Source: an optimization exercise on an open RTL-to-GDS flow (aim: small area). Production flows keep margins and buffers that such runs may drop. RTL that was checked went through simulation tests only; none was proved equivalent to the original. Only the layout flow was run in runs 1 and 2; the RTL was not checked for function there. The clock cells of runs 2 to 7 come from the design's own scripts or RTL, not from TritonCTS. The flow treats the clock pin as an ideal source. Dropping or thinning the clock tree relies on that and would not hold on a real chip. Power and IR drop assume default switching activity.

## flow/run.sh

```bash
#!/bin/bash
# Own layout flow: the standard ORFS flow (standard synthesis unchanged),
# with smaller port buffers, a clock tree without dummy loads.

set -euo pipefail
export BUFFER_PORTS_ARGS="-buffer_cell sky130_fd_sc_hd__buf_1"
export CTS_ARGS="-sink_clustering_enable -repair_clock_nets -dont_use_dummy_load -buf_list sky130_fd_sc_hd__clkbuf_8"

bash standard.sh > standard.log 2>&1
```

## standard.sh

```bash
#!/bin/bash
# synth_recipe.tcl (not shown) runs the flow's synth.tcl, then flattens the netlist and writes it again
# the make line also repeats each setting of config.mk as NAME=value (left out here)
make -C /OpenROAD-flow-scripts/flow DESIGN_CONFIG=/design/flow/config.mk WORK_HOME=/design/flow/orfs CLKGATE_MAP_FILE= SYNTH_SCRIPT=/design/flow/synth_recipe.tcl "${@:-finish}"
```

## config.mk

```make
export PLATFORM = sky130hd
export DESIGN_NAME = reactiontimer
export DESIGN_NICKNAME = reactiontimer
export VERILOG_FILES = /design/flow/design.v
export SDC_FILE = /design/flow/constraint.sdc
export NUM_CORES = 4
export LEC_CHECK = 0
export ABC_AREA = 1
export CAP_MARGIN = 20
export CORE_MARGIN = 2
export CORE_UTILIZATION = 40
export SLEW_MARGIN = 20
```

## constraint.sdc

```tcl
create_clock -name core_clock -period 20.0 [get_ports {cin}]
set_input_delay 4.0000 -clock core_clock [delete_from_list [all_inputs] [get_ports {cin}]]
set_output_delay 4.0000 -clock core_clock [all_outputs]
set_load 0.01 [all_outputs]
```

## design.v

```verilog
module reactiontimer(keybutton, selection, trig, echo, cin, rst, segments, d, led);
	input cin;
	input rst;
	input [1:0] keybutton;
	input [9:0] selection;
	output [41:0] segments;
	output d;
	output [9:0] led;
	input echo;
	output trig;
	wire key0 = keybutton[0];
	wire key1 = keybutton[1];
	wire sel9 = selection[9];
	wire sel8 = selection[8];
	wire sel0 = selection[0];
	reg [13:0] ph;
	reg [1:0] m3;
	wire [14:0] phc;
	assign phc[0] = 1'b1;
	wire ph_wrap = rst | (ph[13] & ph[10] & ph[9] & ph[8] & ph[3] & ph[2] & ph[1] & ph[0]);  
	genvar gi;
	generate
		for (gi = 0; gi < 14; gi = gi + 1) begin : phbit
			assign phc[gi+1] = phc[gi] & ph[gi];
			always @(posedge cin)
				ph[gi] <= ~ph_wrap & (ph[gi] ^ phc[gi]);
		end
	endgenerate
	always @(posedge cin)
		m3 <= {~rst & m3[0], ~rst & ~m3[0] & ~m3[1]};
	wire tick = m3[1] & ~ph[0];
	wire one_us = ~ph[0];
	assign trig = ~(|ph[13:5]) & (|ph[4:0]) & ~(ph[4] & (ph[3] | (ph[2] & (ph[1] | ph[0]))));
	reg [1:0] k;
	always @(*) begin
		case ({ph[2:0], m3})
			5'b000_00: k = 2'd0;  5'b000_01: k = 2'd3;  5'b000_10: k = 2'd1;
			5'b001_00: k = 2'd2;  5'b001_01: k = 2'd0;  5'b001_10: k = 2'd3;
			5'b010_00: k = 2'd3;  5'b010_01: k = 2'd2;  5'b010_10: k = 2'd0;
			5'b011_00: k = 2'd1;  5'b011_01: k = 2'd3;  5'b011_10: k = 2'd2;
			5'b100_00: k = 2'd2;  5'b100_01: k = 2'd1;  5'b100_10: k = 2'd3;
			5'b101_00: k = 2'd0;  5'b101_01: k = 2'd2;  5'b101_10: k = 2'd1;
			5'b110_00: k = 2'd1;  5'b110_01: k = 2'd0;  5'b110_10: k = 2'd2;
			5'b111_00: k = 2'd3;  5'b111_01: k = 2'd1;  5'b111_10: k = 2'd0;
			default: k = 2'd0;
		endcase
	end
	reg [9:0] usc;
	reg dist_gt;
	wire usc_sat = usc[9] & usc[8] & usc[7] & usc[5];
	wire usc_clr = rst | (one_us & ~echo);
	wire [10:0] usc_c;
	assign usc_c[0] = one_us & echo & ~usc_sat;
	generate
		for (gi = 0; gi < 10; gi = gi + 1) begin : usbit
			assign usc_c[gi+1] = usc_c[gi] & usc[gi];
			always @(posedge cin)
				usc[gi] <= ~usc_clr & (usc[gi] ^ usc_c[gi]);
		end
	endgenerate
	wire dist_ld = one_us & ~echo & (|usc);
	always @(posedge cin)
		dist_gt <= ~rst & (dist_ld ? usc_sat : dist_gt);
	reg b_gt, stop;
	always @(posedge cin) begin
		b_gt <= ~rst & (tick ? dist_gt : b_gt);
		stop <= ~rst & (tick ? (key0 & b_gt) : stop);
	end
	reg [11:0] rn;
	always @(posedge cin) begin
		if (rst)
			rn <= ~12'b010010101101;
		else
			rn <= {rn[10:0], ~(rn[5] ^ rn[6])};
	end
	reg [11:0] u1;
	reg a1;
	wire u1_end = &u1;
	wire [12:0] u1_c;
	assign u1_c[0] = tick & ~u1_end;
	generate
		for (gi = 0; gi < 12; gi = gi + 1) begin : dc1bit
			assign u1_c[gi+1] = u1_c[gi] & u1[gi];
			always @(posedge cin)
				u1[gi] <= rst | (key0 ? (u1[gi] ^ u1_c[gi]) : rn[gi]);
		end
	endgenerate
	always @(posedge cin)
		a1 <= ~rst & key0 & (tick ? u1_end : a1);
	reg decide, b, act1;
	wire decide_next = sel0 ? stop : key0;
	always @(posedge cin) begin
		decide <= ~rst & decide_next;
		b <= ~rst & ~sel9 & (b ^ (decide_next & ~decide));
		act1 <= ~rst & ~sel9 & b & a1;
	end
	reg W, y, s1, signal2, flag;
	reg s2_q;               
	reg [3:0] li;           
	wire [7:0] light2 = {8{s2_q}} & {li[3:2] == 2'd3, li[3:2] == 2'd2, li[3:2] == 2'd1, li[3:2] == 2'd0,
	                                 li[1:0] == 2'd3, li[1:0] == 2'd2, li[1:0] == 2'd1, li[1:0] == 2'd0};
	always @(posedge cin) begin
		W <= ~rst & sel9 & ~key1;
		y <= ~sel9 | flag;
		signal2 <= ~rst & sel9 & s2 & s1;
		s1 <= ~rst & ((W & ~s1) | (~y & s1));
		s2_q <= ~rst & signal2;
		flag <= (light2 == selection[7:0]) & s2_q;
		if (~s2_q)
			li <= {k, ph[1:0]};
	end
	reg [10:0] u2;
	reg s2;
	wire u2_end = &u2;
	wire [11:0] u2_c;
	assign u2_c[0] = tick & ~u2_end;
	generate
		for (gi = 0; gi < 11; gi = gi + 1) begin : dc2bit
			assign u2_c[gi+1] = u2_c[gi] & u2[gi];
			always @(posedge cin)
				u2[gi] <= W ? ((11'd547 >> gi) & 1'b1) : (u2[gi] ^ u2_c[gi]);
		end
	endgenerate
	always @(posedge cin)
		s2 <= ~W & (tick ? u2_end : s2);
	reg m_p, m_pp, m_started, r34;
	always @(posedge cin) begin
		if (rst) begin
			m_p <= 1'b0;
			m_pp <= 1'b0;
			m_started <= 1'b0;
			r34 <= 1'b0;
		end else if (tick) begin
			r34 <= m_p ^ m_pp;
			m_p <= sel9;
			m_pp <= m_started ? m_p : ~sel9;
			m_started <= 1'b1;
		end
	end
	reg R;
	always @(posedge cin)
		R <= (~b & ~key0 & ~sel9) | (~signal2 & ~key1 & sel9) | r34;
	reg [23:0] o;
	wire o_clr = rst | R;
	wire [6:0] en;
	assign en[0] = tick & (act1 | signal2);
	generate
		for (gi = 0; gi < 6; gi = gi + 1) begin : digit
			wire [3:0] q = o[4*gi+3:4*gi];
			wire e = en[gi];
			assign en[gi+1] = e & q[3] & q[0];
			always @(posedge cin) begin
				o[4*gi]   <= ~o_clr & (q[0] ^ e);
				o[4*gi+1] <= ~o_clr & (q[1] ^ (e & q[0] & ~q[3]));
				o[4*gi+2] <= ~o_clr & (q[2] ^ (e & q[0] & q[1]));
				o[4*gi+3] <= ~o_clr & (q[3] ^ (e & q[0] & (q[3] | (q[1] & q[2]))));
			end
		end
	endgenerate
	reg sw_q, x, b_q;
	reg [23:0] hs1, hs2;
	always @(posedge cin) begin
		sw_q <= ~rst & sel0;
		x <= ~rst & (x ^ (sel0 & ~sw_q));
		b_q <= b;
	end
	wire o_nz = |o;
	wire clr_req = sel0 & x;
	wire [23:0] hsc = b_q ? hs1 : hs2;
	wire [24:0] lt;          
	assign lt[0] = 1'b0;
	generate
		for (gi = 0; gi < 24; gi = gi + 1) begin : cmp
			assign lt[gi+1] = (~o[gi] & hsc[gi]) | (~o[gi] & lt[gi]) | (hsc[gi] & lt[gi]);
		end
	endgenerate
	wire better = o_nz & (~(|hsc) | lt[24]);
	wire fall1 = b_q & ~b;
	wire fall2 = s2_q & ~signal2;
	wire ld1 = ~rst & fall1 & better;
	wire ld2 = ~rst & fall2 & better;
	wire keep1 = ~rst & ~ld1 & ~(fall1 & clr_req);
	wire keep2 = ~rst & ~ld2 & ~(fall2 & clr_req);
	always @(posedge cin) begin
		hs1 <= ({24{ld1}} & o) | ({24{keep1}} & hs1);
		hs2 <= ({24{ld2}} & o) | ({24{keep2}} & hs2);
	end
	assign led = {{2{act1}}, {8{act1}} | light2};
	assign d = 1'b0;
	wire sh_o = ~sel8;
	wire sh_1 = sel8 & ~sel9;
	wire sh_2 = sel8 & sel9;
	wire [23:0] C = ({24{sh_o}} & o) | ({24{sh_1}} & hs1) | ({24{sh_2}} & hs2);
	generate
		for (gi = 0; gi < 6; gi = gi + 1) begin : seg
			wire [3:0] a = C[4*gi+3:4*gi];
			assign segments[7*gi]   = (~a[3] & ~a[2] & ~a[1] & a[0]) | (a[2] & ~a[1] & ~a[0]);
			assign segments[7*gi+1] = a[2] & (a[1] ^ a[0]);
			assign segments[7*gi+2] = ~a[2] & a[1] & ~a[0];
			assign segments[7*gi+3] = (a[2] & ~(a[1] ^ a[0])) | (~a[3] & ~a[2] & ~a[1] & a[0]);
			assign segments[7*gi+4] = a[0] | (a[2] & ~a[1]);
			assign segments[7*gi+5] = (a[1] & a[0]) | (~a[3] & ~a[2] & (a[1] | a[0]));
			assign segments[7*gi+6] = (~a[3] & ~a[2] & ~a[1]) | (a[2] & a[1] & a[0]);
		end
	endgenerate
endmodule
```

==> results of run 1 <==
==> worst max-delay path, stage by stage <==
cell	delay, ns
buf_1	0.07
buf_4	0.22
nand2_1	0.55
clkinv_1	0.57
nand2_1	0.16
inv_1	0.05
nor3_1	0.35
inv_1	0.14
ha_1	0.33
o21ai_0	0.15
buf_1	0.16
==> power by group <==
part	internal (mW)	switching, mW
clock network	0.0750	0.101
registers	0.330	0.00794
logic	0.0145	0.0285
==> routing by layer <==
| metal | wire (µm) | up-vias |
|---|---|---|
| met1 | 9190 | 3398 |
| met2 | 9450 | 196 |
| li1 | - | 3855 |
| met4 | 314 | 0 |
| met3 | 1150 | 26 |
| met5 | 0 | - |
==> stage by stage <==
stage / cell area, µm² / setup WS (ns) / cells / power [mW]
after floorplan: 8290 / 10.28 / 1161 / 0.375
final: 8980 / 9.22 / 1478 / 0.557
after global placement: 8740 / 9.31 / 1461 / 0.387
after global routing: 8980 / 8.90 / 1478 / 0.586
after CTS: 8980 / 9.22 / 1478 / 0.564
after detailed placement: 8740 / 9.21 / 1461 / 0.388
==> logic make-up after synthesis <==
logic type / share of synthesized area
DFF: 0.389
muxes: 0.00242
and+or+nand+nor: 0.279
buffers and inverters: 0.110
AOI/OAI and AO/OA: 0.117
other: 0.000453
adders and majority gates: 0.0966
xor gates and xnor gates: 0.00423
==> placed cells by master (no fill, tap or decap), drive strengths merged, types with 4 or more instances in the layout <==
| master | n |
|---|---|
| nand2 | 243 |
| inv | 186 |
| dfxtp | 155 |
| nor2 | 131 |
| buf | 76 |
| nand3 | 65 |
| ha | 64 |
| o21ai | 64 |
| nand4 | 40 |
| nor3 | 36 |
| a21oi | 35 |
| o22ai | 18 |
| clkbuf | 17 |
| nor4 | 11 |
| or2 | 9 |
| o211ai | 8 |
| a211oi | 8 |
| o21bai | 7 |
| a31o | 6 |
| a22o | 5 |
| xnor2 | 4 |
| edfxtp | 4 |
==> path summary, 6_finish.rpt <==
check                 end  slack, ns         start  cells after the start
max          segments[17]       9.22  selection[8]                     11
min                    s1       0.42             y                      1
max reg2reg       hs2[10]      15.76           b_q                     33
min reg2reg            s1       0.42             y                      1
==> sequential cells by signal, summed over array words and instances (netlist names), 2 cells and up <==
register and count:
hs1 24, hs2 24, o 24, ph 14
rn 12, u1 12, u2 11, usc 10
li 4, m3 2
==> cell type report <==
cell class | count | area (µm²)
flip-flops and latches | 159 | 3220
multi-input cells | 768 | 4160
well taps | 270 | 338
inverters | 188 | 706
repair buffers | 76 | 319
clock buffers | 17 | 234
fillers | 2203 | 11300
==> impl_metrics.json, run 1 <==
{
  "cts-root-buf": "clkbuf_8",
  "ys_top_cells_by_area": "dfxtp_1, nand2_1, ha_1",
  "grt_util_all_layers": 0.192,
  "use_met3": 0.0349,
  "fin_crit_sh": 0.539,
  "diodes": 0,
  "post_drt_wl_per_cell_um": 13.6,
  "core_area_um2": 20300,
  "ant_nets": 0,
  "cts_hold_buf": 0,
  "dieArea_um2": 21900,
  "synth_top_area_share": 0.375,
  "yosysSeqAreaShare": 0.389,
  "synth_enable_flop_cells": 4,
  "ys.flop_type": "dfxtp_1",
  "skew_ns": 0.0322,
  "required_ns": 16.00,
  "fin_util": 0.442,
  "power_density_nw_per_um2": 62.0,
  "ys_seq_elements": 159,
  "cts_buffers": 17,
  "grt_util_met2": 0.323,
  "relSlewSlack": 0.396,
  "nets": 1289,
  "synthesis.area_um2": 8290,
  "io_pins": 69,
  "die_h_um": 148,
  "syn_nets": 1240,
  "yosysUniqueCellTypes": 43,
  "setup_tns_ns": 0,
  "arrival_ns": 6.78,
  "initial_core_util": 0.408,
  "avgSynthCellArea_um2": 7.14,
  "top_usage_layer": "met2",
  "grt_remaining_overflow": 0,
  "finalHoldViolations": 0,
  "hp-class": "reg2reg",
  "htreeDepth": 4,
  "dr.pass1.iters": 7,
  "criticalPathCategory": "in2out",
  "status": "timing/DRC/antenna clean",
  "max-clock-path-buffers": 2,
  "syn_to_final_growth_pct": 8.37,
  "first_global_vias": 7192,
  "use_met1": 0.248,
  "yosys_warnings": 1,
  "ys_top_cells_by_count": "nand2_1, inv_1, dfxtp_1, nor2_1, ha_1",
  "async_reset_ff_frac": 0,
  "place.port_buffers": 67,
  "setup_viol": 0,
  "hpwl_um": 13900,
  "routed_wl_um": 20100,
  "end_kind": "output pin",
  "rsz0062_at_grt": "false",
  "yosysTopAreaCell": "dfxtp_1",
  "min_period_ns": 10.78,
  "gp_congestion": 0.882,
  "leakage_nw": 4.24,
  "post_cts_buffers": 0,
  "max_freq_mhz": 92.7,
  "drc": 0,
  "start_kind": "primary input",
  "cap_violations": 0,
  "grt_pass1_wl_um": 34200,
  "clkTransAtPathRegs_ns": 0.06,
  "drive_gt1_frac": 0.0455,
  "cts_sinks": 159,
  "vias_per_cell": 5.06,
  "grt_max_degree": 43,
  "synth_cells": 1161,
  "worstPathMaxFanout": 26,
  "cts_tree": "done",
  "first_iter_violations": 458,
  "yosysMostFrequentCell": "nand2_1",
  "die_width_um": 148,
  "antenna_found_initial": 0,
  "cts_resized": 0,
  "max_slew.worst_pin.slew_ns": 0.905,
  "vias": 7475,
  "hold_ws_ns": 0.420,
  "peakVddDrop_v": 0.0000544,
  "clk_latency_ns": 0.45,
  "drv_slew": 0,
  "rows": 52
}
==> run 2: changes to the inputs <==
==> flow/run.sh (replaced) <==
#!/bin/bash
# Own layout flow: the standard ORFS flow with the standard synthesis
# unchanged, and these changes to the layout steps:
#  - ports are buffered with the smallest buffer (buf_1);
#  - before placement repair, sized-up gates are set back to their smallest
#    size (downsize.tcl), and repair_design sizes up where it must;
#  - the clock tree is built by clocktree.tcl (a root buffer and one leaf
#    buffer per compact group of 16 registers) in place of TritonCTS.
# Each tool's output is in the ORFS logs under orfs/logs; the make output is
# in standard.log.
set -euo pipefail
here=$(pwd)
export BUFFER_PORTS_ARGS="-buffer_cell sky130_fd_sc_hd__buf_1"
export PRE_RESIZE_TCL="$here/flow/downsize.tcl"
export PRE_CTS_TCL="$here/flow/clocktree.tcl"
bash standard.sh > standard.log 2>&1
==> flow/clocktree.tcl (new file) <==
# Builds the clock tree by hand before the CTS step: the register clock pins
# are split into compact groups of at most ct_group by recursive
# bisection of their placement, each group gets one leaf clock buffer at its
# centre, and one root buffer at the centre of the leaves drives them from
# the clock port. The CTS step's own clock_tree_synthesis is then skipped.
set ct_leaf_cell sky130_fd_sc_hd__clkbuf_8
set ct_root_cell sky130_fd_sc_hd__clkbuf_8
set ct_group 16

set ct_db [ord::get_db]
set ct_block [ord::get_db_block]
set ct_clk_src [get_full_name [lindex [get_property [lindex [all_clocks] 0] sources] 0]]
set ct_clk_net [[$ct_block findBTerm $ct_clk_src] getNet]

# register clock pins with their locations
set ct_sinks {}
foreach it [$ct_clk_net getITerms] {
  set inst [$it getInst]
  set bb [$inst getBBox]
  set x [expr {([$bb xMin] + [$bb xMax]) / 2}]
  set y [expr {([$bb yMin] + [$bb yMax]) / 2}]
  lappend ct_sinks [list $it $x $y]
}
puts "clocktree: [llength $ct_sinks] sinks on [$ct_clk_net getName]"

proc ct_split {items size} {
  if {[llength $items] <= $size} { return [list $items] }
  set xs [lmap i $items {lindex $i 1}]
  set ys [lmap i $items {lindex $i 2}]
  set dx [expr {[tcl::mathfunc::max {*}$xs] - [tcl::mathfunc::min {*}$xs]}]
  set dy [expr {[tcl::mathfunc::max {*}$ys] - [tcl::mathfunc::min {*}$ys]}]
  set k [expr {$dx >= $dy ? 1 : 2}]
  set sorted [lsort -integer -index $k $items]
  # split so that both halves hold a balanced number of groups
  set n [llength $sorted]
  set groups [expr {($n + $size - 1) / $size}]
  set left [expr {($groups / 2) * $n / $groups}]
  return [concat [ct_split [lrange $sorted 0 [expr {$left - 1}]] $size] \
                 [ct_split [lrange $sorted $left end] $size]]
}

set ct_groups [ct_split $ct_sinks $ct_group]
set ct_leaf_master [$ct_db findMaster $ct_leaf_cell]
set ct_root_master [$ct_db findMaster $ct_root_cell]
set ct_root [odb::dbInst_create $ct_block $ct_root_master clktree_root]
set ct_root_out [odb::dbNet_create $ct_block clktree_root_net]
$ct_root_out setSigType CLOCK
set ct_i 0
set ct_lx 0; set ct_ly 0
foreach g $ct_groups {
  set leaf [odb::dbInst_create $ct_block $ct_leaf_master clktree_leaf_$ct_i]
  set net [odb::dbNet_create $ct_block clktree_leaf_net_$ct_i]
  $net setSigType CLOCK
  set sx 0; set sy 0
  foreach s $g {
    set it [lindex $s 0]
    $it disconnect
    $it connect $net
    set sx [expr {$sx + [lindex $s 1]}]
    set sy [expr {$sy + [lindex $s 2]}]
  }
  set cx [expr {$sx / [llength $g]}]
  set cy [expr {$sy / [llength $g]}]
  $leaf setLocation $cx $cy
  $leaf setPlacementStatus PLACED
  [$leaf findITerm A] connect $ct_root_out
  [$leaf findITerm X] connect $net
  set ct_lx [expr {$ct_lx + $cx}]
  set ct_ly [expr {$ct_ly + $cy}]
  puts "clocktree: leaf $ct_i drives [llength $g] sinks"
  incr ct_i
}
$ct_root setLocation [expr {$ct_lx / $ct_i}] [expr {$ct_ly / $ct_i}]
$ct_root setPlacementStatus PLACED
[$ct_root findITerm A] connect $ct_clk_net
[$ct_root findITerm X] connect $ct_root_out
puts "clocktree: $ct_i leaf buffers ($ct_leaf_cell), root $ct_root_cell"

# the CTS step's clock tree synthesis is replaced by the tree above
rename clock_tree_synthesis ct_unused_clock_tree_synthesis
proc clock_tree_synthesis {args} { puts "clocktree: clock_tree_synthesis skipped" }
==> flow/downsize.tcl (new file) <==
# Before placement repair: every combinational cell that synthesis sized up
# is set back to the smallest cell of its family (same function, lower drive
# strength); repair_design, which runs next, sizes up again wherever slew or
# load limits need it. Registers and tie cells are left as they are.
set ds_db [ord::get_db]
set ds_dont_use [expr {[info exists ::env(DONT_USE_CELLS)] ? $::env(DONT_USE_CELLS) : ""}]
array set ds_family {}
foreach lib [$ds_db getLibs] {
  foreach m [$lib getMasters] {
    set n [$m getName]
    if {![regexp {^(sky130_fd_sc_hd__[a-z0-9]+)_([0-9]+)$} $n -> base size]} { continue }
    set skip 0
    foreach p $ds_dont_use { if {[string match $p $n]} { set skip 1 } }
    if {$skip} { continue }
    lappend ds_family($base) [list $n [$m getWidth] $size]
  }
}
set ds_count 0
foreach inst [[ord::get_db_block] getInsts] {
  set n [[$inst getMaster] getName]
  if {![regexp {^(sky130_fd_sc_hd__[a-z0-9]+)_([0-9]+)$} $n -> base size]} { continue }
  if {[regexp {^sky130_fd_sc_hd__(df|edf|sdf|dl|tap|fill|decap|conb|clk|dlygate|probe|lpflow)} $n]} { continue }
  if {![info exists ds_family($base)]} { continue }
  set best $n
  set bw [[$inst getMaster] getWidth]
  foreach c $ds_family($base) {
    lassign $c cn cw cs
    if {$cw < $bw || ($cw == $bw && $cs == 1 && $best ne $cn && ![string match *_1 $best])} {
      set best $cn; set bw $cw
    }
  }
  if {$best ne $n} {
    replace_cell [$inst getName] $best
    incr ds_count
  }
}
puts "downsize: $ds_count cells set to a smaller size"
--- a/config.mk
+++ b/config.mk
@@ -6,5 +6,4 @@
 export NUM_CORES = 4
 export LEC_CHECK = 0
-export ABC_AREA = 1
 export CAP_MARGIN = 20
 export CORE_MARGIN = 2
==> run 2 against run 1 <==
Synthesized cell count down 19%. Largest cell class unchanged. Largest power group unchanged. Critical path type unchanged. Clock power down 16%. Setup slack better by 0.69 ns. Final cell count is 16% lower. Register-to-register slack improved by 0.48 ns. Combinational power is 48% higher. Sequential cell count stayed put. Critical path depth fell by 4.
==> impl_metrics.json, run 2 <==
{
  "setup_tns_ns": 0,
  "first_iter_violations": 319,
  "hp-class": "reg2reg",
  "drv_slew": 0,
  "yosys_warnings": 1,
  "final_cell_mix": "dfxtp_1, inv_1, nor2_1",
  "r2r_cells": 17,
  "core_area_um2": 20200,
  "vias": 6585,
  "drc": 0,
  "yosysUniqueCellTypes": 57,
  "r2r_slack_ns": 16.24,
  "ys.flop_type": "dfxtp_1",
  "min_period_ns": 10.09,
  "nets": 1059,
  "gp_congestion": 0.799,
  "initial_core_util": 0.408,
  "cts_resized": 0,
  "vias_per_cell": 5.28,
  "p_seq_frac": 0.615,
  "syn_nets": 1020,
  "ys_top_cells_by_area": "dfxtp_1, ha_1, o22ai_1",
  "yosysSeqAreaShare": 0.391,
  "status": "timing/DRC/antenna clean",
  "post_cts_buffers": 0,
  "ant_nets": 0,
  "leakage_nw": 3.37,
  "fin_cells": 1248,
  "ys_top_cells_by_count": "dfxtp_1, inv_1, nor2_1, ha_1, o22ai_1",
  "rows": 52,
  "fin_util": 0.433,
  "clk_latency_ns": 0.44,
  "fillerInstances": 2034,
  "grt_remaining_overflow": 0,
  "async_reset_ff_frac": 0,
  "required_ns": 16.00,
  "grt_pass1_wl_um": 30500,
  "criticalPathCategory": "in2out",
  "grt_util_all_layers": 0.163,
  "diodes": 0,
  "max_freq_mhz": 99.1,
  "fin_crit_sh": 0.504,
  "dr.pass1.iters": 5,
  "end_kind": "output pin",
  "worstPathMaxFanout": 45,
  "hpwl_um": 12700,
  "place.port_buffers": 67,
  "timing.rr.end": "u1[11]",
  "dieArea_um2": 21800,
  "syn_to_final_growth_pct": 6.22,
  "setup_viol": 0,
  "ys_seq_elements": 159,
  "peakVddDrop_v": 0.0000439,
  "avgSynthCellArea_um2": 8.77,
  "yosysTopAreaCell": "dfxtp_1",
  "sw_frac_of_total": 0.262,
  "fin_area_um2": 8770,
  "switchingPower_mw": 0.144,
  "hold_path_end": "b_q",
  "worstHoldStart": "b",
  "synth_top_area_share": 0.376,
  "combPwrFrac": 0.116,
  "max_slew.worst_pin.slew_ns": 1.11,
  "yosysMostFrequentCell": "dfxtp_1",
  "largestRegisters": "hs1 (24), hs2 (24), o (24)",
  "clkTransAtPathRegs_ns": 0.11,
  "hold_path_depth": 0,
  "routed_wl_um": 18100,
  "post_drt_wl_per_cell_um": 14.5,
  "antenna_found_initial": 0,
  "synthesis.area_um2": 8250,
  "cts_hold_buf": 0,
  "relSlewSlack": 0.263,
  "finalHoldViolations": 0,
  "rsz0062_at_grt": "false",
  "arrival_ns": 6.09,
  "layout_commonest_cell": "dfxtp_1",
  "reg2reg_from": "ph[0]",
  "die_h_um": 148,
  "start_kind": "primary input",
  "power_density_nw_per_um2": 62.7,
  "drive_gt1_frac": 0.0245,
  "dpl_cell_area_um2": 8610,
  "grt_max_degree": 49,
  "skew_ns": 0.0167,
  "die_width_um": 148,
  "synth_cells": 941,
  "totalPowerFinal_mw": 0.550,
  "pwr-share-clk": 0.269,
  "io_pins": 69,
  "internal_power_mw": 0.405,
  "synth_enable_flop_cells": 4,
  "first_global_vias": 6297,
  "post-place-cells": 1237,
  "cap_violations": 0
}
-- run 2: how the worst max path moves through the flow --
stage                       startpoint      endpoint  slack (ns)  cells after the start
after global routing      selection[9]  segments[26]        9.68                      7
after global placement    selection[9]  segments[14]        9.89                      7
final                     selection[9]   segments[7]        9.91                      7
after detailed placement  selection[9]  segments[38]        9.85                      6
after CTS                 selection[9]  segments[24]        9.84                      6
after floorplan           selection[9]  segments[10]       10.29                      6
-- run 2: layout make-up --
class | count | area, µm² | share of cell area
well taps | 270 | 338 | 0.0385
flip-flops and latches | 159 | 3220 | 0.368
inverters | 93 | 349 | 0.0398
multi-input cells | 641 | 4380 | 0.499
repair buffers | 74 | 328 | 0.0374
plain buffers | 11 | 151 | 0.0173
-- run 2: power groups by stage --
stage          Combinational [mW]  Sequential, mW  Clock, mW
5_1_grt                    0.0732           0.340      0.163
6_report                   0.0636           0.338      0.148
3_5_place_dp               0.0642           0.346          0
2_1_floorplan              0.0509           0.342          0
3_3_place_gp               0.0634           0.345          0
4_1_cts                    0.0646           0.346      0.105
-- run 2: worst max-delay path, cell delays in order --
cell      delay [ns]
buf_2           0.76
o211ai_1        0.20
o21ai_1         0.30
nand2_1         0.20
mux2_1          0.34
nor2_1          0.11
buf_1           0.17
-- run 2: routing by layer --
metal / routed length, µm / track usage / share of wire / vias up
li1: - / - / - / 3362
met1: 8520 / 0.222 / 0.47 / 3094
met2: 8650 / 0.287 / 0.48 / 112
met3: 669 / 0.0139 / 0.037 / 17
met4: 294 / 0.0264 / 0.016 / 0
met5: 0 / 0 / 0 / -
-- run 2: stage by stage --
| step | hold slack (ns) | setup WS, ns |
|---|---|---|
| after global placement | 0.393 | 9.89 |
| after floorplan | 0.386 | 10.29 |
| after CTS | 0.392 | 9.84 |
| after detailed placement | 0.392 | 9.85 |
| final | 0.404 | 9.91 |
| after global routing | 0.430 | 9.68 |
-- run 2: kinds of logic (layout without fill, tap and decap cells) --
| kind of cell | Yosys count | after routing | synth area share |
|---|---|---|---|
| AOI/OAI and AO/OA | 203 | 203 | 0.164 |
| xor gates and xnor gates | 20 | 20 | 0.0212 |
| adders and majority gates | 64 | 64 | 0.0970 |
| buffers and inverters | 141 | 178 | 0.0734 |
| DFF | 159 | 159 | 0.391 |
| muxes | 48 | 48 | 0.0623 |
| other | 1 | 1 | 0.000454 |
| and+or+nand+nor | 305 | 305 | 0.191 |
==> run 3: changes to the inputs <==
--- a/design.v
+++ b/design.v
@@ -149,10 +149,10 @@
 			wire [3:0] q = o[4*gi+3:4*gi];
 			wire e = en[gi];
-			assign en[gi+1] = e & q[3] & q[0];
+			assign en[gi+1] = e & ((q[3] & q[2]));
 			always @(posedge cin) begin
-				o[4*gi]   <= ~o_clr & (q[0] ^ e);
-				o[4*gi+1] <= ~o_clr & (q[1] ^ (e & q[0] & ~q[3]));
-				o[4*gi+2] <= ~o_clr & (q[2] ^ (e & q[0] & q[1]));
-				o[4*gi+3] <= ~o_clr & (q[3] ^ (e & q[0] & (q[3] | (q[1] & q[2]))));
+				o[4*gi]   <= ~o_clr & (q[0] ^ (e & (q[3] | ~q[0] | q[1])));
+				o[4*gi+1] <= ~o_clr & (q[1] ^ (e & (q[0])));
+				o[4*gi+2] <= ~o_clr & (q[2] ^ (e & (q[1])));
+				o[4*gi+3] <= ~o_clr & (q[3] ^ (e & ((q[2] & q[1]))));
 			end
 		end
@@ -195,11 +195,11 @@
 		for (gi = 0; gi < 6; gi = gi + 1) begin : seg
 			wire [3:0] a = C[4*gi+3:4*gi];
-			assign segments[7*gi]   = (~a[3] & ~a[2] & ~a[1] & a[0]) | (a[2] & ~a[1] & ~a[0]);
-			assign segments[7*gi+1] = a[2] & (a[1] ^ a[0]);
-			assign segments[7*gi+2] = ~a[2] & a[1] & ~a[0];
-			assign segments[7*gi+3] = (a[2] & ~(a[1] ^ a[0])) | (~a[3] & ~a[2] & ~a[1] & a[0]);
-			assign segments[7*gi+4] = a[0] | (a[2] & ~a[1]);
-			assign segments[7*gi+5] = (a[1] & a[0]) | (~a[3] & ~a[2] & (a[1] | a[0]));
-			assign segments[7*gi+6] = (~a[3] & ~a[2] & ~a[1]) | (a[2] & a[1] & a[0]);
+			assign segments[7*gi+0] = (~a[3] & ~a[1] & a[0]);
+			assign segments[7*gi+1] = (a[3] & ~a[1] & ~a[0]) | (~a[3] & a[2] & a[1]);
+			assign segments[7*gi+2] = (~a[2] & a[1] & a[0]);
+			assign segments[7*gi+3] = (~a[1] & a[0]);
+			assign segments[7*gi+4] = a[2] | (~a[1] & a[0]);
+			assign segments[7*gi+5] = (a[2] & ~a[0]) | (~a[2] & a[0]);
+			assign segments[7*gi+6] = (~a[3] & ~a[2] & ~a[1]) | (~a[2] & ~a[1] & a[0]);
 		end
 	endgenerate
--- a/config.mk
+++ b/config.mk
@@ -8,4 +8,4 @@
 export CAP_MARGIN = 20
 export CORE_MARGIN = 2
-export CORE_UTILIZATION = 40
+export CORE_UTILIZATION = 65
 export SLEW_MARGIN = 20
==> run 3 against run 2 <==
Still clean. Hold slack improved by 0.014 ns. Sequential cell count did not move. Via count shrank 5.6%. Total power decreased by 1.9%. Sequential power hardly changed. Die area decreased by 40%. First-iteration DRC count down 6.3%. Final cell count shrank 18%. Critical endpoint is now segments[0].
==> impl_metrics.json, run 3 <==
{
  "path_buf_inv": 2,
  "worstPathMaxFanout": 48,
  "initial_core_util": 0.660,
  "yosysMostFrequentCell": "dfxtp_1",
  "worstHoldStart": "b",
  "r2r_slack_ns": 16.26,
  "clkTransAtPathRegs_ns": 0.10,
  "first_global_vias": 5882,
  "die_h_um": 114,
  "yosysUniqueCellTypes": 63,
  "r2r_cells": 16,
  "max_freq_mhz": 104,
  "rsz0062_at_grt": "false",
  "rows": 40,
  "cts_hold_buf": 0,
  "die_width_um": 114,
  "vias": 6216,
  "fin_cells": 1027,
  "grt_remaining_overflow": 0,
  "drc": 0,
  "clk_latency_ns": 0.42,
  "start_kind": "primary input",
  "drv_slew": 0,
  "place.port_buffers": 67,
  "final_cell_mix": "dfxtp_1, nor2_1, buf_1",
  "reg2reg_from": "ph[0]",
  "setup_tns_ns": 0,
  "diodes": 0,
  "grt_pass1_wl_um": 27500,
  "worstPathCellList": "clkbuf_2 > a21oi_1 > or2_1 > nor2_1 > buf_1",
  "post-place-cells": 1016,
  "ys.flop_type": "dfxtp_1",
  "largestRegisters": "hs1 (24), hs2 (24), o (24)",
  "ant_nets": 0,
  "cts_resized": 0,
  "timing.rr.end": "u1[11]",
  "nets": 943,
  "vias_per_cell": 6.05,
  "avgSynthCellArea_um2": 9.21,
  "ys_seq_elements": 159,
  "status": "timing/DRC/antenna clean",
  "io_pins": 69,
  "leakage_nw": 3.37,
  "finalHoldViolations": 0,
  "hold_path_end": "b_q",
  "skew_ns": 0.0113,
  "fin_crit_sh": 0.481,
  "synthesis.area_um2": 7860,
  "routed_wl_um": 16700,
  "arrival_ns": 5.61,
  "criticalPathCategory": "in2out",
  "peakVddDrop_v": 0.0000441,
  "post_cts_buffers": 0,
  "post_drt_wl_per_cell_um": 16.2,
  "grt_max_degree": 49,
  "setup_viol": 0,
  "core_area_um2": 11900,
  "worst_path_max_delay_cell": "clkbuf_2",
  "antenna_found_initial": 0,
  "dpl_cell_area_um2": 8050,
  "layout_commonest_cell": "dfxtp_1",
  "synth_top_area_share": 0.395,
  "totalPowerFinal_mw": 0.539,
  "yosysTopAreaCell": "dfxtp_1",
  "synth_cells": 853,
  "async_reset_ff_frac": 0,
  "fin_util": 0.689,
  "ys_top_cells_by_count": "dfxtp_1, nor2_1, nand2_1, mux2i_1, a22o_1",
  "max_slew.worst_pin.slew_ns": 0.935,
  "hp-class": "reg2reg",
  "fin_area_um2": 8210,
  "drive_gt1_frac": 0.0330,
  "power_density_nw_per_um2": 65.7,
  "min_period_ns": 9.61,
  "relSlewSlack": 0.371,
  "hold_path_depth": 0,
  "synth_enable_flop_cells": 4,
  "cap_violations": 0,
  "yosysSeqAreaShare": 0.410,
  "grt_util_all_layers": 0.250,
  "syn_nets": 914,
  "critPathMaxStageDelay_ns": 0.68,
  "yosys_warnings": 1,
  "dieArea_um2": 13000,
  "syn_to_final_growth_pct": 4.43,
  "cp_top_family": "buffers and inverters",
  "hpwl_um": 11800,
  "dr.pass1.iters": 5,
  "end_kind": "output pin",
  "first_iter_violations": 299,
  "required_ns": 16.00,
  "gp_congestion": 0.849,
  "ys_top_cells_by_area": "dfxtp_1, ha_1, mux2i_1"
}
[run 3: cell count changes after synthesis, moves of 11 or more]
cell,change
nand2_1,+12
ha_1,-18
xnor2_1,-11
mux2i_1,+13
o211ai_1,-11
clkbuf_1,+16
inv_1,-77
nor2_1,+11
a22o_1,+50
xor2_1,+23
o22ai_1,-47
[run 3: worst max path at each step]
stage                 startpoint            to  slack, ns  cells after the start
finish              selection[8]   segments[0]      10.39                      5
global route        selection[8]  segments[14]      10.23                      5
CTS                 selection[8]  segments[14]      10.42                      5
detailed placement  selection[8]  segments[14]      10.43                      5
global placement    selection[8]   segments[0]      10.39                      5
floorplan           selection[9]  segments[14]      10.43                      7
[run 3: per-layer routing]
metal | vias to the layer above | global-route usage | wire, µm
met4 | 0 | 0.0707 | 470
met5 | - | 0 | 0
met1 | 2927 | 0.319 | 7370
met3 | 39 | 0.0175 | 745
met2 | 176 | 0.457 | 8080
li1 | 3074 | - | -
[run 3: final cells by class]
| class | count | area, µm² |
|---|---|---|
| multi-input cells | 615 | 4220 |
| fillers | 999 | 3700 |
| flip-flops and latches | 159 | 3220 |
| repair buffers | 79 | 369 |
| well taps | 147 | 184 |
| plain buffers | 11 | 151 |
| inverters | 16 | 60.1 |
[run 3: logic make-up (layout without fill, tap and decap cells)]
| family | after synthesis | in the layout | synth area share |
|---|---|---|---|
| flip-flops | 159 | 159 | 0.410 |
| multiplexers | 55 | 55 | 0.0734 |
| buffers and inverters | 79 | 106 | 0.0471 |
| AO/OA/AOI/OAI | 164 | 164 | 0.150 |
| XOR/XNOR | 32 | 32 | 0.0357 |
| AND/OR/NAND/NOR | 316 | 316 | 0.209 |
| adder cells (fa/ha/maj) | 47 | 47 | 0.0745 |
| other | 1 | 1 | 0.000477 |
[run 3: power by group]
group | leakage [nW] | total, mW | internal (mW) | switching, mW
sequential | 1.31 | 0.338 | 0.329 | 0.00905
combinational | 1.98 | 0.0586 | 0.0244 | 0.0341
clock | 0.0791 | 0.142 | 0.0496 | 0.0928
[run 3: worst reg2reg max path, stage by stage (launching register included)]
cell	delay, ns
dfxtp_1	0.65
nand2b_1	0.42
nor2_1	0.12
ha_1	0.20
ha_1	0.18
ha_1	0.18
ha_1	0.18
ha_1	0.19
ha_1	0.18
ha_1	0.18
ha_1	0.18
ha_1	0.18
ha_1	0.18
ha_1	0.20
xnor2_1	0.15
a21oi_1	0.08
or2_1	0.22
[run 3: stage by stage]
stage / setup slack, ns / hold WS [ns]
2_1_floorplan: 10.43 / 0.386
3_3_place_gp: 10.39 / 0.401
3_5_place_dp: 10.43 / 0.410
4_1_cts: 10.42 / 0.410
5_1_grt: 10.23 / 0.433
6_report: 10.39 / 0.418
==> run 4: changes to the inputs <==
--- a/config.mk
+++ b/config.mk
@@ -8,4 +8,4 @@
 export CAP_MARGIN = 20
 export CORE_MARGIN = 2
-export CORE_UTILIZATION = 65
+export CORE_UTILIZATION = 40
 export SLEW_MARGIN = 20
==> run 4 against run 3 <==
Still clean on timing, DRC and antenna. Global-route usage fell by 9.3 points. Critical path depth rose by 1. Sequential power barely moved. Core utilization fell by 26 points. Synthesized cell count did not move. Highest routed layer unchanged.
==> impl_metrics.json, run 4 <==
{
  "status": "timing/DRC/antenna clean",
  "synthesis.area_um2": 7860,
  "cts_hold_buf": 0,
  "fin_area_um2": 8320,
  "cp_top_family": "buffers and inverters",
  "clk_latency_ns": 0.43,
  "criticalPathCategory": "in2out",
  "gp_congestion": 0.790,
  "yosysTopAreaCell": "dfxtp_1",
  "yosysUniqueCellTypes": 63,
  "grt_remaining_overflow": 0,
  "vias": 6000,
  "layout_commonest_cell": "dfxtp_1",
  "first_global_vias": 5457,
  "synth_top_area_share": 0.395,
  "worstPathCellList": "clkbuf_2 > mux2i_1 > a21oi_1 > nand2b_1 > o22ai_1 > buf_1",
  "max_freq_mhz": 102,
  "arrival_ns": 5.84,
  "drc": 0,
  "first_iter_violations": 374,
  "core_area_um2": 19400,
  "switchingPower_mw": 0.138,
  "async_reset_ff_frac": 0,
  "vias_per_cell": 5.25,
  "finalHoldViolations": 0,
  "sw_frac_of_total": 0.255,
  "place.port_buffers": 67,
  "critPathMaxStageDelay_ns": 0.78,
  "fillerInstances": 1975,
  "max_slew.worst_pin.slew_ns": 1.08,
  "post_cts_buffers": 0,
  "io_pins": 69,
  "regArea_um2": 3220,
  "dpl_cell_area_um2": 8170,
  "post_drt_wl_per_cell_um": 14.7,
  "syn_nets": 914,
  "internal_power_mw": 0.403,
  "worstHoldStart": "y",
  "yosysSeqAreaShare": 0.410,
  "power_density_nw_per_um2": 65.1,
  "grt_util_all_layers": 0.157,
  "grt_max_degree": 49,
  "largestRegisters": "hs1 (24), hs2 (24), o (24)",
  "relSlewSlack": 0.281,
  "drive_gt1_frac": 0.0285,
  "cap_violations": 0,
  "yosys_warnings": 1,
  "setup_viol": 0,
  "crit_start": "selection[9]",
  "clkTransAtPathRegs_ns": 0.10,
  "multi_input_area_um2": 4210,
  "routed_wl_um": 16800,
  "worstPathMaxFanout": 33,
  "setup_tns_ns": 0,
  "ys_top_cells_by_area": "dfxtp_1, ha_1, mux2i_1",
  "min_period_ns": 9.84,
  "die_width_um": 144,
  "required_ns": 16.00,
  "antenna_found_initial": 0,
  "nets": 940,
  "hpwl_um": 11400,
  "peakVddDrop_v": 0.0000379,
  "cts_resized": 0,
  "ant_nets": 0,
  "synth_cells": 853,
  "drv_slew": 0,
  "start_kind": "primary input",
  "initial_core_util": 0.405,
  "reg2reg_from": "ph[0]",
  "dr.pass1.iters": 5,
  "grt_pass1_wl_um": 27400,
  "ys_seq_elements": 159,
  "worst_path_max_delay_cell": "clkbuf_2",
  "final_cell_mix": "dfxtp_1, nor2_1, buf_1",
  "skew_ns": 0.0177,
  "avgSynthCellArea_um2": 9.21,
  "p_seq_frac": 0.625,
  "leakage_nw": 3.35,
  "diodes": 0,
  "path_buf_inv": 2,
  "die_h_um": 144,
  "pwr-share-clk": 0.268,
  "ys_top_cells_by_count": "dfxtp_1, nor2_1, nand2_1, mux2i_1, a22o_1",
  "ys.flop_type": "dfxtp_1",
  "dieArea_um2": 20800,
  "fin_crit_sh": 0.492,
  "rsz0062_at_grt": "false",
  "syn_to_final_growth_pct": 5.84,
  "end_kind": "output pin",
  "hp-class": "reg2reg",
  "combPwrFrac": 0.107,
  "yosysMostFrequentCell": "dfxtp_1",
  "rows": 51,
  "synth_enable_flop_cells": 4
}
run 4: path summary, 6_finish.rpt:
kind	slack [ns]	endpoint	cells past startpoint
worst min-delay path	0.42	s1	1
worst max register to register	16.34	u1[11]	16
worst max-delay path	10.16	segments[36]	6
worst min register to register	0.42	s1	1
run 4: cell type report:
type	instances	share of cell area
plain buffers	11	0.0182
inverters	16	0.00722
multi-input cells	615	0.507
flip-flops and latches	159	0.387
well taps	265	0.0399
repair buffers	76	0.0406
run 4: stage by stage:
step                      std cells  power (mW)  hold WS [ns]  utilization  setup slack [ns]
after global routing           1142       0.568         0.415        0.429              9.97
after global placement         1129       0.404         0.398        0.423             10.11
after floorplan                 853       0.388         0.386            -             10.43
after CTS                      1142       0.510         0.401        0.429             10.16
final                          1142       0.541         0.416        0.429             10.16
after detailed placement       1131       0.404         0.400        0.421             10.17
run 4: layer usage:
| metal | wire (µm) | up-vias | GRT usage |
|---|---|---|---|
| li1 | - | 3064 | - |
| met1 | 8530 | 2814 | 0.226 |
| met2 | 7440 | 107 | 0.265 |
| met3 | 565 | 15 | 0.0119 |
| met4 | 285 | 0 | 0.0220 |
| met5 | 0 | - | 0 |
run 4: cells by family after synthesis:
| kind of cell | synth area share |
|---|---|
| DFF | 0.410 |
| muxes | 0.0734 |
| AOI/OAI and AO/OA | 0.150 |
| buffers and inverters | 0.0471 |
| adders and majority gates | 0.0745 |
| and+or+nand+nor | 0.209 |
| xor gates and xnor gates | 0.0357 |
| other | 0.000477 |
run 4: worst register-to-register path: stages (launching register included):
cell	delay (ns)
dfxtp_1	0.59
nand2b_1	0.42
nor2_1	0.13
ha_1	0.20
ha_1	0.18
ha_1	0.18
ha_1	0.18
ha_1	0.18
ha_1	0.18
ha_1	0.18
ha_1	0.18
ha_1	0.18
ha_1	0.18
ha_1	0.19
xnor2_1	0.13
a21oi_1	0.08
or2_1	0.22
run 4: power groups by stage:
stage | clock, mW | combinational, mW | sequential (mW)
4_1_cts | 0.105 | 0.0586 | 0.346
3_3_place_gp | 0 | 0.0579 | 0.346
5_1_grt | 0.162 | 0.0664 | 0.340
3_5_place_dp | 0 | 0.0584 | 0.346
2_1_floorplan | 0 | 0.0458 | 0.342
6_report | 0.145 | 0.0579 | 0.338
==> run 5: changes to the inputs <==
--- a/design.v
+++ b/design.v
@@ -46,12 +46,12 @@
 		endcase
 	end
-	reg [9:0] usc;
+	reg [32:0] usc;
 	reg dist_gt;
-	wire usc_sat = usc[9] & usc[8] & usc[7] & usc[5];
+	wire usc_sat = (|usc[32:10]) | (usc[9] & usc[8] & usc[7] & (usc[6] | usc[5]));
 	wire usc_clr = rst | (one_us & ~echo);
-	wire [10:0] usc_c;
-	assign usc_c[0] = one_us & echo & ~usc_sat;
-	generate
-		for (gi = 0; gi < 10; gi = gi + 1) begin : usbit
+	wire [33:0] usc_c;
+	assign usc_c[0] = one_us & echo;
+	generate
+		for (gi = 0; gi < 33; gi = gi + 1) begin : usbit
 			assign usc_c[gi+1] = usc_c[gi] & usc[gi];
 			always @(posedge cin)
==> run 5 against run 4 <==
Sequential cell count up 23. Critical path depth unchanged. Area after synthesis up 15%. Synthesized cell count up 12%. Critical path type unchanged.
==> impl_metrics.json, run 5 <==
{
  "worstPathCellList": "clkbuf_2 > mux2i_1 > a21oi_1 > nand2b_1 > o22ai_1 > buf_1",
  "post_cts_buffers": 0,
  "yosysSeqAreaShare": 0.408,
  "rsz0062_at_grt": "false",
  "antenna_found_initial": 1,
  "start_kind": "primary input",
  "sw_frac_of_total": 0.252,
  "combPwrFrac": 0.099,
  "cap_violations": 0,
  "finalHoldViolations": 0,
  "clk_latency_ns": 0.46,
  "yosysUniqueCellTypes": 62,
  "dieArea_um2": 23800,
  "leakage_nw": 4.00,
  "synth_top_family_by_area": "simple AND/OR/NAND/NOR gates",
  "ant_nets": 0,
  "async_reset_ff_frac": 0,
  "totalPowerFinal_mw": 0.613,
  "final_cell_mix": "dfxtp_1, nor2_1, nand2_1",
  "vias_per_cell": 5.29,
  "yosysMostFrequentCell": "dfxtp_1",
  "initial_core_util": 0.411,
  "synth_xor_xnor_area_share": 0.0311,
  "first_iter_violations": 331,
  "io_pins": 69,
  "switchingPower_mw": 0.155,
  "first_global_vias": 6130,
  "yosysTopAreaCell": "dfxtp_1",
  "fin_ws_ns": 10.12,
  "largest_reg_flops": 33,
  "synth_cells": 956,
  "drive_gt1_frac": 0.0276,
  "fin_area_um2": 9470,
  "max_freq_mhz": 101,
  "ys.flop_type": "dfxtp_1",
  "ys_top_cells_by_count": "dfxtp_1, nor2_1, nand2_1, ha_1",
  "fin_util": 0.431,
  "rows": 54,
  "p_seq_frac": 0.627,
  "setup_viol": 0,
  "syn_to_final_growth_pct": 5.05,
  "power_density_nw_per_um2": 64.7,
  "min_period_ns": 9.88,
  "dr.pass1.iters": 5,
  "skew_ns": 0.0121,
  "yosys.area_share.simple": 0.212,
  "die_width_um": 154,
  "end_kind": "output pin",
  "post_drt_wl_per_cell_um": 15.1,
  "hp-class": "reg2reg",
  "pwr-share-clk": 0.274,
  "arrival_ns": 5.88,
  "grt_remaining_overflow": 0,
  "grt_pass1_wl_um": 31200,
  "dpl_cell_area_um2": 9290,
  "fin_crit_sh": 0.494,
  "synth_enable_flop_cells": 4,
  "syn_nets": 1040,
  "hpwl_um": 13400,
  "drc": 0,
  "setup_tns_ns": 0,
  "routed_wl_um": 19000,
  "drv_slew": 0,
  "ys_seq_elements": 182,
  "avgSynthCellArea_um2": 9.43,
  "vias": 6673,
  "grt_util_all_layers": 0.155,
  "worstPathMaxFanout": 33,
  "grt_max_degree": 49,
  "synth-compound-area-share": 0.141,
  "internal_power_mw": 0.458,
  "nets": 1066,
  "status": "timing/DRC/antenna clean",
  "layout_commonest_cell": "dfxtp_1",
  "place.port_buffers": 67,
  "worst_path_max_delay_cell": "clkbuf_2",
  "synthMuxAreaShare": 0.0642,
  "clkTransAtPathRegs_ns": 0.09,
  "criticalPathCategory": "in2out",
  "critPathMaxStageDelay_ns": 0.79,
  "yosys_warnings": 1,
  "peakVddDrop_v": 0.0000396,
  "cts_hold_buf": 0,
  "regMostFlops": "usc",
  "gp_congestion": 0.777,
  "ys_top_cells_by_area": "dfxtp_1, ha_1, mux2i_1",
  "die_h_um": 154,
  "synth_fa_ha_area_frac": 0.0982,
  "synth_top_area_share": 0.395,
  "required_ns": 16.00,
  "max_slew.worst_pin.slew_ns": 1.08,
  "cts_resized": 0,
  "relSlewSlack": 0.278,
  "fillerInstances": 2176,
  "dp_worst_setup_slack_ns": 9.69,
  "core_area_um2": 22000,
  "synthesis.area_um2": 9020
}
run 5: changes by cell type after synthesis, sizes merged, moves of 5 or more:
cell / previous run / this run
and2: 21 / 46
dfxtp: 155 / 178
ha: 46 / 69
nor4: 17 / 29
nand2: 63 / 72
nor2: 90 / 84
or2: 20 / 25
run 5: kinds of logic (layout without fill, tap and decap cells):
kind of cell    count (synthesis)  after routing
fa+ha+maj                      71             71
other cells                     1              2
compound gates                170            170
simple gates                  361            361
mux                            55             55
flops                         182            182
buf+inv                        84            108
xor+xnor                       32             32
run 5: worst paths after layout:
kind	startpoint	end	slack, ns	cells past startpoint
setup / recovery	selection[9]	segments[8]	10.12	6
hold / removal	flag	y	0.42	1
setup reg to reg	ph[0]	usc[32]	13.52	35
hold reg to reg	flag	y	0.42	1
run 5: power by group through the flow:
stage	logic (mW)	registers, mW	clock network, mW
CTS	0.0615	0.393	0.123
floorplan	0.0484	0.389	0
global placement	0.0602	0.393	0
finish	0.0605	0.384	0.168
global route	0.0692	0.387	0.190
detailed placement	0.0613	0.393	0
run 5: stage by stage:
| stage | hold WS [ns] | instances |
|---|---|---|
| 2_1_floorplan | 0.386 | 956 |
| 3_3_place_gp | 0.391 | 1245 |
| 3_5_place_dp | 0.395 | 1247 |
| 4_1_cts | 0.395 | 1260 |
| 5_1_grt | 0.443 | 1260 |
| 6_report | 0.416 | 1261 |
run 5: area by class of cell:
cell class | instances | area [µm²] | area share
antenna | 1 | 2.50 | 0.000264
buffer | 13 | 179 | 0.0189
inverter | 20 | 75.1 | 0.00792
multi-input combinational | 690 | 4860 | 0.513
sequential | 182 | 3680 | 0.389
tap | 280 | 350 | 0.0370
timing repair buffer | 75 | 325 | 0.0343
run 5: per-layer routing:
layer | routed length, µm | vias up | track usage
met2 | 9070 | 110 | 0.277
li1 | - | 3437 | -
met5 | 0 | - | 0
met4 | 204 | 0 | 0.0156
met1 | 8960 | 3108 | 0.208
met3 | 760 | 18 | 0.0169
run 5: critical path: cells and delay by family:
family / cells / cell delay [ns]
buffers and inverters: 2 / 0.96
muxes: 1 / 0.17
and+or+nand+nor: 1 / 0.10
AOI/OAI and AO/OA: 2 / 0.63
==> run 6: changes to the inputs <==
--- a/design.v
+++ b/design.v
@@ -46,12 +46,12 @@
 		endcase
 	end
-	reg [32:0] usc;
+	reg [9:0] usc;
 	reg dist_gt;
-	wire usc_sat = (|usc[32:10]) | (usc[9] & usc[8] & usc[7] & (usc[6] | usc[5]));
+	wire usc_sat = usc[9] & usc[8] & usc[7] & usc[5];
 	wire usc_clr = rst | (one_us & ~echo);
-	wire [33:0] usc_c;
-	assign usc_c[0] = one_us & echo;
-	generate
-		for (gi = 0; gi < 33; gi = gi + 1) begin : usbit
+	wire [10:0] usc_c;
+	assign usc_c[0] = one_us & echo & ~usc_sat;
+	generate
+		for (gi = 0; gi < 10; gi = gi + 1) begin : usbit
 			assign usc_c[gi+1] = usc_c[gi] & usc[gi];
 			always @(posedge cin)
--- a/flow/run.sh
+++ b/flow/run.sh
@@ -2,4 +2,6 @@
 # Own layout flow: the standard ORFS flow with the standard synthesis
 # unchanged, and these changes to the layout steps:
+#  - after floorplanning, the logic between the registers is mapped again
+#    for least area (restructure.tcl);
 #  - ports are buffered with the smallest buffer (buf_1);
 #  - before placement repair, sized-up gates are set back to their smallest
@@ -12,4 +14,5 @@
 here=$(pwd)
 export BUFFER_PORTS_ARGS="-buffer_cell sky130_fd_sc_hd__buf_1"
+export POST_FLOORPLAN_TCL="$here/flow/restructure.tcl"
 export PRE_RESIZE_TCL="$here/flow/downsize.tcl"
 export PRE_CTS_TCL="$here/flow/clocktree.tcl"
==> flow/restructure.tcl (new file) <==
# After floorplanning: the buffers that synthesis inserted are removed and the
# combinational logic between the registers is mapped again by ABC for least
# area (OpenROAD's restructure). Registers, ports and tie cells stay as
# synthesis made them.
set rs_lib [lindex $::env(LIB_FILES) 0]
set rs_dir [file join $::env(RESULTS_DIR) restructure]
file mkdir $rs_dir
remove_buffers
restructure -target area -liberty_file $rs_lib \
  -tielo_port sky130_fd_sc_hd__conb_1/LO -tiehi_port sky130_fd_sc_hd__conb_1/HI \
  -abc_logfile [file join $::env(LOG_DIR) restructure_abc.log] -work_dir $rs_dir
==> run 6 against run 5 <==
Synthesized cell count decreased by 11%. Core utilization decreased by 2.6 points. Hold slack got worse by 0.024 ns. Sequential cell count decreased by 23. Final cell count decreased by 2.7%. Die area decreased by 13%. Register-to-register slack improved by 1.3 ns. Area after synthesis decreased by 13%. Setup slack got worse by 0.90 ns. Sequential power decreased by 12%. Critical path depth increased by 1. Sequential share of layout area increased by 2.1 points. Critical path type unchanged. Critical endpoint is now segments[5]. Largest cell class unchanged. Largest power group unchanged. Highest routed layer unchanged.
==> impl_metrics.json, run 6 <==
{
  "max_slew.worst_pin.slew_ns": 1.07,
  "fin_crit_sh": 0.539,
  "ys_top_cells_by_area": "dfxtp_1, ha_1, mux2i_1",
  "hpwl_um": 12700,
  "status": "timing/DRC/antenna clean",
  "rows": 51,
  "leakage_nw": 2.63,
  "multi_input_area_um2": 3240,
  "switchingPower_mw": 0.142,
  "first_global_vias": 6199,
  "cap_violations": 0,
  "cts_resized": 0,
  "vias_per_cell": 5.55,
  "p_seq_frac": 0.623,
  "arrival_ns": 6.77,
  "setup_viol": 0,
  "yosysTopAreaCell": "dfxtp_1",
  "post_drt_wl_per_cell_um": 15.0,
  "grt_pass1_wl_um": 30500,
  "synth_enable_flop_cells": 4,
  "power_density_nw_per_um2": 68.7,
  "worstPathMaxFanout": 25,
  "grt_util_all_layers": 0.175,
  "core_area_um2": 19400,
  "synthesis.area_um2": 7860,
  "ys_seq_elements": 159,
  "synth_top_area_share": 0.395,
  "syn_to_final_growth_pct": 0.127,
  "async_reset_ff_frac": 0,
  "die_width_um": 144,
  "place.port_buffers": 67,
  "rsz0062_at_grt": "false",
  "end_kind": "output pin",
  "pwr-share-clk": 0.271,
  "gp_congestion": 0.828,
  "combPwrFrac": 0.106,
  "ys_top_cells_by_count": "dfxtp_1, nor2_1, nand2_1, mux2i_1, a22o_1",
  "totalPowerFinal_mw": 0.540,
  "ys.flop_type": "dfxtp_1",
  "cts_hold_buf": 0,
  "clk_latency_ns": 0.43,
  "final_cell_mix": "clkinv_1, dfxtp_1, o22ai_1",
  "drive_gt1_frac": 0.0166,
  "required_ns": 16.00,
  "post_cts_buffers": 0,
  "hp-class": "reg2reg",
  "finalHoldViolations": 0,
  "criticalPathCategory": "in2out",
  "yosysSeqAreaShare": 0.410,
  "die_h_um": 144,
  "skew_ns": 0.0139,
  "max_freq_mhz": 92.8,
  "diodes": 0,
  "initial_core_util": 0.405,
  "layout_commonest_cell": "clkinv_1",
  "relSlewSlack": 0.285,
  "dieArea_um2": 20800,
  "dr.pass1.iters": 7,
  "avgSynthCellArea_um2": 9.21,
  "min_period_ns": 10.77,
  "yosysMostFrequentCell": "dfxtp_1",
  "clkTransAtPathRegs_ns": 0.09,
  "grt_remaining_overflow": 0,
  "internal_power_mw": 0.398,
  "regArea_um2": 3220,
  "peakVddDrop_v": 0.0000411,
  "io_pins": 69,
  "antenna_found_initial": 0,
  "vias": 6810,
  "fillerInstances": 2064,
  "ant_nets": 0,
  "grt_max_degree": 31,
  "syn_nets": 914,
  "setup_tns_ns": 0,
  "yosys_warnings": 1,
  "synth_cells": 853,
  "routed_wl_um": 18500,
  "drc": 0,
  "drv_slew": 0,
  "sw_frac_of_total": 0.263,
  "yosysUniqueCellTypes": 63,
  "start_kind": "primary input",
  "largestRegisters": "hs1 (24), hs2 (24), o (24)",
  "first_iter_violations": 400,
  "nets": 979
}
-- run 6: cell types whose count changed after synthesis, moves of 4 or more --
cell	previous run	this run
and2_1	46	21
dfxtp_1	178	155
ha_1	69	46
nor4_1	26	15
nand2_1	72	63
nor2_1	84	90
o211ai_1	7	2
a31oi_1	7	3
inv_1	20	16
nand3_1	15	11
nor2b_1	26	30
-- run 6: through the flow --
stage	hold slack, ns	cell area [µm²]	util	worst slack (ns)	cells
final	0.392	7870	0.406	9.23	1227
after global routing	0.418	7870	0.406	9.03	1227
after CTS	0.382	7870	0.406	8.57	1227
after detailed placement	0.381	7720	0.398	8.61	1216
after global placement	0.385	7720	0.398	9.63	1215
after floorplan	0.386	7860	-	10.43	853
-- run 6: power by group through the flow --
stage          clock (mW)  sequential (mW)  combinational, mW
2_1_floorplan           0            0.342             0.0458
3_3_place_gp            0            0.344             0.0555
3_5_place_dp            0            0.344             0.0570
4_1_cts             0.105            0.344             0.0573
5_1_grt             0.163            0.339             0.0646
6_report            0.146            0.337             0.0574
-- run 6: path summary, 6_finish.rpt --
| path | start | to | slack [ns] | cells past startpoint |
|---|---|---|---|---|
| worst max-delay path | selection[8] | segments[5] | 9.23 | 7 |
| worst min-delay path | b | b_q | 0.39 | 0 |
| worst max register to register | b_q | hs1[19] | 14.82 | 10 |
| worst min register to register | b | b_q | 0.39 | 0 |
-- run 6: layout make-up --
type                       count  share of cell area
multi-input combinational    550               0.412
sequential                   159               0.410
inverter                     169              0.0806
tap                          265              0.0421
timing repair buffer          73              0.0367
buffer                        11              0.0192
-- run 6: critical path, cell delays in order --
cell	delay [ns]
buf_1	0.06
clkbuf_2	0.48
clkinv_1	0.83
o22ai_1	0.55
clkinv_1	0.26
o22ai_1	0.34
buf_1	0.23
-- run 6: cells by family (layout without fill, tap and decap cells) --
logic type      Yosys count  after routing  share of synthesized area
compound gates          164            320                      0.150
other cells               1              1                   0.000477
xor+xnor                 32              0                     0.0357
mux                      55              0                     0.0734
simple gates            316            229                      0.209
fa+ha+maj                47              0                     0.0745
flops                   159            159                      0.410
buf+inv                  79            253                     0.0471
-- run 6: per-layer routing --
metal	vias to the layer above	share of wire	global-route usage
met3	24	0.050	0.0159
met5	-	0	0
li1	3442	-	-
met4	0	0.018	0.0286
met1	3169	0.48	0.250
met2	175	0.46	0.293
==> run 7: changes to the inputs <==
==> flow/run.sh (replaced) <==
#!/bin/bash
# Own layout flow: the standard ORFS flow with the standard synthesis
# unchanged, and these changes:
#  - after the standard synthesis, its combinational logic is mapped again
#    for least area by remap.sh (registers, their names and cell types kept);
#  - ports are buffered with the smallest buffer (buf_1);
#  - before placement repair, sized-up gates are set back to their smallest
#    size (downsize.tcl), and repair_design sizes up where it must;
#  - the clock tree is built by clocktree.tcl (a root buffer and one leaf
#    buffer per compact group of 16 registers) in place of TritonCTS.
# Each tool's output is in the ORFS logs under orfs/logs and in remap.log;
# the make output is in standard.log.
set -euo pipefail
here=$(pwd)
export TMPDIR="$here/tmp"
mkdir -p "$TMPDIR"
res="$here/orfs/results/$FLOW_PLATFORM/reactiontimer/base"
bash standard.sh "$res/1_2_yosys.v" > standard_synth.log 2>&1
cp "$res/1_2_yosys.v" "$here/standard_1_2_yosys.v"
bash flow/remap.sh "$here/standard_1_2_yosys.v" "$res/1_2_yosys.v" "$here/remap.log"
export BUFFER_PORTS_ARGS="-buffer_cell sky130_fd_sc_hd__buf_1"
export POST_FLOORPLAN_TCL="$here/flow/restructure.tcl"
export PRE_RESIZE_TCL="$here/flow/downsize.tcl"
export PRE_CTS_TCL="$here/flow/clocktree.tcl"
bash standard.sh > standard.log 2>&1
==> flow/remap.abc (new file) <==
strash
dch -f
amap
strash
dch -f
amap
topo
==> flow/remap.sh (new file) <==
#!/bin/bash
# Maps the combinational logic of the standard synthesis netlist again with
# ABC for least area: the netlist's gates are read as their logic functions
# (registers and tie cells stay as they are, with their names), and ABC's
# area mapper (remap.abc) maps that logic to the platform's cells.
#   remap.sh IN.v OUT.v LOG
set -euo pipefail
in=$1; out=$2; log=$3
lib=$FLOW_HOME/platforms/sky130hd/lib/sky130_fd_sc_hd__tt_025C_1v80.lib
here=$(cd "$(dirname "$0")" && pwd)
dont_use=$(sed -n '/^export DONT_USE_CELLS/,/^$/p' $FLOW_HOME/platforms/sky130hd/config.mk \
  | grep -o 'sky130_fd_sc_hd__[a-z0-9_]*' | sed 's/^/-dont_use /' | tr '\n' ' ')
keep=$(grep -o '^ *sky130_fd_sc_hd__\(df\|edf\|sdf\|dl\|conb\)[a-z0-9_]*' "$in" | sort -u | tr '\n' ' ')
printf 'set_driving_cell sky130_fd_sc_hd__buf_1\nset_load 5\n' > "$out.constr"
yosys -l "$log" -p "
read_liberty -ignore_miss_func $lib
read_verilog $in
hierarchy -top $FLOW_TOP
blackbox $keep
flatten
opt_clean
abc -liberty $lib $dont_use -script $here/remap.abc -constr $out.constr
opt_clean -purge
stat -liberty $lib
write_verilog -noattr $out
" > /dev/null
==> run 7 against run 6 <==
Still clean. Core utilization up 4.6 points. Combinational power up 9.2%. Critical path type unchanged. Wire length up 0.32%.
==> impl_metrics.json, run 7 <==
{
  "max_freq_mhz": 92.9,
  "critPathMaxStageDelay_ns": 1.01,
  "core_area_um2": 17200,
  "die_h_um": 136,
  "required_ns": 16.00,
  "status": "timing/DRC/antenna clean",
  "dr.pass1.iters": 5,
  "nets": 977,
  "yosys_warnings": 1,
  "finalHoldViolations": 0,
  "worstPathMaxFanout": 30,
  "setup_tns_ns": 0,
  "relSlewSlack": 0.269,
  "syn_nets": 917,
  "fin_crit_sh": 0.538,
  "skew_ns": 0.0113,
  "syn_to_final_growth_pct": 11.1,
  "end_kind": "output pin",
  "initial_core_util": 0.407,
  "grt_pass1_wl_um": 30500,
  "hpwl_um": 12800,
  "setup_viol": 0,
  "post-place-cells": 1174,
  "grt_remaining_overflow": 0,
  "routed_wl_um": 18500,
  "peakVddDrop_v": 0.0000340,
  "post_cts_buffers": 0,
  "r2r_cells": 18,
  "max_slew.worst_pin.slew_ns": 1.10,
  "io_pins": 69,
  "antenna_found_initial": 0,
  "worst_path_max_delay_cell": "clkinv_1",
  "grt_max_degree": 31,
  "diodes": 0,
  "place.port_buffers": 67,
  "cts_hold_buf": 0,
  "clk_latency_ns": 0.44,
  "worstPathCellList": "buf_1 > buf_2 > clkinv_1 > o22ai_1 > o22ai_1 > nor2_1 > clkinv_1 > nor2_1 > buf_1",
  "r2r_slack_ns": 14.71,
  "drv_slew": 0,
  "ant_nets": 0,
  "gp_congestion": 0.849,
  "avgSynthCellArea_um2": 7.74,
  "first_global_vias": 6017,
  "vias_per_cell": 5.60,
  "layout_commonest_cell": "clkinv_1",
  "hp-class": "reg2reg",
  "drc": 0,
  "cap_violations": 0,
  "min_period_ns": 10.77,
  "largestRegisters": "hs1 (24), hs2 (24), o (24)",
  "power_density_nw_per_um2": 70.6,
  "rows": 48,
  "synth_cells": 902,
  "drive_gt1_frac": 0.0177,
  "arrival_ns": 6.77,
  "grt_util_all_layers": 0.197,
  "start_kind": "primary input",
  "fin_cells": 1185,
  "synthesis.area_um2": 6980,
  "cts_resized": 0,
  "rsz0062_at_grt": "false",
  "post_drt_wl_per_cell_um": 15.6,
  "hold_path_depth": 0,
  "criticalPathCategory": "in2out",
  "leakage_nw": 2.67,
  "first_iter_violations": 511,
  "clkTransAtPathRegs_ns": 0.10,
  "dieArea_um2": 18500,
  "final_cell_mix": "clkinv_1, dfxtp_1, o22ai_1",
  "vias": 6633,
  "die_width_um": 136
}
-- run 7: layer usage --
metal | wire length, µm | vias to the layer above | global-route usage | share of wire
met4 | 336 | 0 | 0.0318 | 0.018
li1 | - | 3374 | - | -
met1 | 8930 | 3046 | 0.285 | 0.48
met5 | 0 | - | 0 | 0
met2 | 8270 | 190 | 0.323 | 0.45
met3 | 980 | 23 | 0.0213 | 0.053
-- run 7: power breakdown --
part           switching (mW)  total, mW  internal [mW]
clock                  0.0999      0.149         0.0496
sequential            0.00735      0.336          0.329
combinational          0.0401     0.0627         0.0226
total                   0.147      0.548          0.401
-- run 7: area by class of cell --
class	instances	area, µm²
fill	1809	9420
sequential	159	3220
multi-input combinational	553	3200
inverter	164	616
timing repair buffer	73	290
tap	225	282
buffer	11	151
-- run 7: path summary, 6_finish.rpt --
check	from	end
setup reg to reg	b_q	hs2[12]
hold reg to reg	b	b_q
hold / removal	b	b_q
setup / recovery	selection[9]	segments[7]
-- run 7: stage by stage --
step / hold WS, ns / cell area (µm²) / utilization / total power [mW] / setup slack, ns
finish: 0.388 / 7760 / 0.452 / 0.548 / 9.23
global route: 0.399 / 7760 / 0.452 / 0.574 / 8.98
CTS: 0.376 / 7760 / 0.452 / 0.511 / 9.31
detailed placement: 0.375 / 7610 / 0.443 / 0.406 / 9.32
global placement: 0.378 / 7610 / 0.443 / 0.404 / 9.61
floorplan: 0.385 / 6980 / - / 0.381 / 10.55
-- run 7: critical path: cells and delay by family --
family	cells	cell delay [ns]
buffers and inverters	5	1.81
AO/OA/AOI/OAI	2	0.63
AND/OR/NAND/NOR	2	0.30

Setup slack of run 7, layout unchanged: 9.232 ns with ideal ports, 9.207 ns with driving cells assumed (clock clkbuf_16, inputs buf_2), 9.207 ns with port delays also shifted by the 0.473 ns mid clock arrival.
